From an optimization exercise on the open Yosys and OpenROAD flow, aimed at small area and a short achievable clock period; shortcuts taken in it are not production practice. Function was checked by simulation only, so behaviour that the tests miss may differ from the original. The flow treats the clock pin as an ideal source, which a real chip does not have. Power figures rest on the tool's default switching activity, not on a simulated workload.

==> run a <==
==> flow/design.v (excerpt) <==
module sincos (
    input wire clk,
    input wire rst,
    input wire [7:0] theta,
    output reg [7:0] sine,
    output reg [7:0] cosine,
    output reg done
);
    reg [7:0] t [0:6];
    reg [7:0] t8;
    integer i;
    always @(posedge clk) begin
        t[0] <= theta;
        for (i = 1; i < 7; i = i + 1) t[i] <= t[i-1];
        t8 <= t[6] ^ {1'b0, t[6][7:1]};
    end
    wire a_n25, a_n26, a_n27, a_n28, a_n29, a_n30, a_n31, a_n32, a_n33, a_s6;
    wire a_n35, a_n36, a_n37, a_n38, a_n39, a_n40, a_n41, a_n42, a_s5, a_n44;
    wire a_n45, a_n46, a_n47, a_n48, a_n49, a_n50, a_n51, a_n52, a_n53, a_n54;
    wire a_n55, a_n56, a_n57, a_n58, a_n59, a_n60, a_n61, a_n62, a_n63, a_n64;
    wire a_n65, a_n66, a_n67, a_n68, a_n69, a_n70, a_n71, a_n72, a_n73, a_n74;
    wire a_n75, a_n76, a_n77, a_n78, a_n79, a_n80, a_n81, a_n82, a_n83, a_n84;
    wire a_n85, a_n86, a_n87, a_n88, a_n89, a_n90, a_n91, a_n92, a_n93, a_n94;
    wire a_n95, a_n96, a_n97, a_n98, a_n99, a_n100, a_n101, a_n102, a_n103, a_n104;
    wire a_n105, a_n106, a_n107, a_n108, a_n109, a_n110, a_n111, a_n112, a_n113, a_n114;
    wire a_n115, a_n116, a_n117, a_n118, a_n119, a_n120, a_n121, a_n122, a_n123, a_n124;
    wire a_n125, a_n126, a_n127, a_n128, a_n129, a_n130, a_n131, a_n132, a_n133, a_n134;
    wire a_n135, a_n136, a_n137, a_n138, a_n139, a_n140, a_n141, a_n142, a_n143, a_n144;
    wire a_n145, a_n146, a_n147, a_n148, a_n149, a_n150, a_n151, a_n152, a_n153, a_n154;
    wire a_n155, a_n156, a_n157, a_n158, a_n159, a_n160, a_n161, a_n162, a_n163, a_n164;
    wire a_n165, a_n166, a_n167, a_n168, a_n169, a_n170, a_n171, a_n172, a_n173, a_n174;
  ...
==> flow/config.mk <==
export PLATFORM = sky130hd
export DESIGN_NAME = sincos
export DESIGN_NICKNAME = sincos
export VERILOG_FILES = /design/flow/design.v
export SDC_FILE = /design/flow/constraint.sdc
export NUM_CORES = 4
export LEC_CHECK = 0
export ABC_AREA = 1
export CAP_MARGIN = 20
export CORE_MARGIN = 2
export CORE_UTILIZATION = 40
export HOLD_SLACK_MARGIN = 0.05
export SETUP_SLACK_MARGIN = 2.45
export SLEW_MARGIN = 20
==> flow/constraint.sdc <==
create_clock -name core_clock -period 4.0 [get_ports {clk}]
set_input_delay 0.8000 -clock core_clock [delete_from_list [all_inputs] [get_ports {clk}]]
set_output_delay 0.8000 -clock core_clock [all_outputs]
set_load 0.01 [all_outputs]
standard.sh (not shown) runs the stock make flow with config.mk's settings and CLKGATE_MAP_FILE= SYNTH_SCRIPT=/design/flow/synth_recipe.tcl, a recipe that flattens the netlist after the stock synthesis.
==> flow/flow/run.sh <==
#!/bin/bash
# Own layout flow: the standard ORFS flow (standard.sh, with its unchanged synthesis) and
# these changes to how the layout is made:
#  - port buffers are sky130_fd_sc_hd__buf_2 instead of the delay cell buffer_ports picks;
#  - repair may change a cell's footprint (MATCH_CELL_FOOTPRINT=0);
set -euo pipefail
cd "$(dirname "$0")/.."
# Up to CTS with config.mk's setup margin; the routing steps' repair aims lower (see below).
bash standard.sh \
  BUFFER_PORTS_ARGS="-buffer_cell sky130_fd_sc_hd__buf_2" \
  MATCH_CELL_FOOTPRINT=0 \
  PRE_CTS_TCL="$PWD/flow/clock_tree.tcl" \
  CLK_SKEW_PATTERN='k_*' \
  CLK_SKEW_CELL=sky130_fd_sc_hd__clkdlybuf4s50_1 \
  CLK_LATE_FROM_GROUP=1 \
  cts > flow_make_cts.log 2>&1
bash standard.sh \
  BUFFER_PORTS_ARGS="-buffer_cell sky130_fd_sc_hd__buf_2" \
  MATCH_CELL_FOOTPRINT=0 \
  PRE_CTS_TCL="$PWD/flow/clock_tree.tcl" \
  CLK_SKEW_PATTERN='k_*' \
  CLK_SKEW_CELL=sky130_fd_sc_hd__clkdlybuf4s50_1 \
  CLK_LATE_FROM_GROUP=1 \
  SETUP_SLACK_MARGIN=2.3 \
  finish > flow_make.log 2>&1
Other scripts of this flow, unchanged in this note and not shown: flow/flow/clock_tree.tcl
==> run b: changes against run a <==
--- a/flow/flow/run.sh
+++ b/flow/flow/run.sh
@@ -7,3 +7,2 @@
 cd "$(dirname "$0")/.."
-# Up to CTS with config.mk's setup margin; the routing steps' repair aims lower (see below).
 bash standard.sh \
@@ -15,11 +14,2 @@
   CLK_LATE_FROM_GROUP=1 \
-  cts > flow_make_cts.log 2>&1
-bash standard.sh \
-  BUFFER_PORTS_ARGS="-buffer_cell sky130_fd_sc_hd__buf_2" \
-  MATCH_CELL_FOOTPRINT=0 \
-  PRE_CTS_TCL="$PWD/flow/clock_tree.tcl" \
-  CLK_SKEW_PATTERN='k_*' \
-  CLK_SKEW_CELL=sky130_fd_sc_hd__clkdlybuf4s50_1 \
-  CLK_LATE_FROM_GROUP=1 \
-  SETUP_SLACK_MARGIN=2.3 \
   finish > flow_make.log 2>&1
==> run c: changes against run a <==
--- a/flow/flow/run.sh
+++ b/flow/flow/run.sh
@@ -23,3 +23,3 @@
   CLK_LATE_FROM_GROUP=1 \
-  SETUP_SLACK_MARGIN=2.3 \
+  SETUP_SLACK_MARGIN=2.0 \
   finish > flow_make.log 2>&1
==> qor summary <==
| metric | run c | run a | run b |
|---|---|---|---|
| Post-Route M1 WL | 3150 um | 3110 um | 3050 um |
| Worst path slowest cell | sky130_fd_sc_hd__dfxtp_2 | sky130_fd_sc_hd__dfxtp_2 | sky130_fd_sc_hd__dfrtp_1 |
| Endpoint of the most critical setup path | k_c2$_DFF_P_ | k_c1$_DFF_P_ | done |
| Final core utilization | 46.3% | 46.8% | 48.3% |
| Delay of the slowest critical-path stage | 0.51 ns | 0.51 ns | 0.37 ns |
| Internal power | 1510 uW | 1520 uW | 1530 uW |
| Fill cells | 838 | 834 | 824 |
| Routed wire length on met3 | 433 um | 481 um | 514 um |
| Share of total power in combinational logic | 19.0% | 19.2% | 20.3% |
| Type of the worst setup path | flop to flop | flop to flop | flop to primary output |
| Power Clock | 491 uW | 489 uW | 491 uW |
| Static leakage power | 0.00182 uW | 0.00183 uW | 0.00189 uW |
| Detail Route met2 WL | 3300 um | 3270 um | 3330 um |
| Layout Cells excl Fill | 513 | 516 | 529 |
| Power consumption | 2070 uW | 2080 uW | 2100 uW |
| R2R Path End | k_c2$_DFF_P_ | k_c1$_DFF_P_ | k_c1$_DFF_P_ |
| Routed Wire Length | 7150 um | 7170 um | 7250 um |
| Largest fanout of any net on the critical path | 13 | 13 | 1 |
| Multi-input gate area | 0.00118 mm^2 | 0.00118 mm^2 | 0.00118 mm^2 |
| Total number of vias | 2613 | 2610 | 2704 |
| Most repeated library cell on the critical path | sky130_fd_sc_hd__nand2_1 | sky130_fd_sc_hd__nand2_1 | - |
| Clk pwr share | 23.7% | 23.6% | 23.4% |
| Crit end category | flop | flop | primary output |
| Result of the run | timing/DRC/antenna clean | timing/DRC/antenna clean | timing/DRC/antenna clean |
| Comb power | 393 uW | 399 uW | 427 uW |

-- what the ideal ports hide --
The flow's constraints put no driver on any port. The routed layouts listed below were extracted and timed again, unchanged, in two steps.
Step 1 (the two cells are an assumption about what drives the block):
set clk [get_ports {clk}]
set_driving_cell -lib_cell sky130_fd_sc_hd__clkbuf_16 $clk
set_driving_cell -lib_cell sky130_fd_sc_hd__buf_2 [delete_from_list [all_inputs] $clk]
Step 2, shift: input delay + t, output delay - t, t = (earliest + latest rising clock arrival at the registers) / 2. This alone moves slack from input paths to output paths.
Slacks: ideal ports / drivers / drivers and shift; pairs: ideal ports / drivers.
| run | t (ns) | setup slack, ns | worst setup path at the end | latest minus earliest clock arrival (ns) | worst slew at a driven data input, ns | pins driven straight from the clock port |
|---|---|---|---|---|---|---|
| run a | 0.560 | 2.498 / 2.482 / 2.498 | register to register | 0.700 / 0.700 | 0.03 | 4 |
| run b | 0.560 | 2.551 / 2.481 / 2.604 | register to register | 0.701 / 0.701 | 0.03 | 4 |
| run c | 0.560 | 2.482 / 2.480 / 2.482 | register to register | 0.701 / 0.701 | 0.03 | 4 |
In every run listed the clock reaches the registers at very different times; t lies between them, and the last value is a rough guide only.
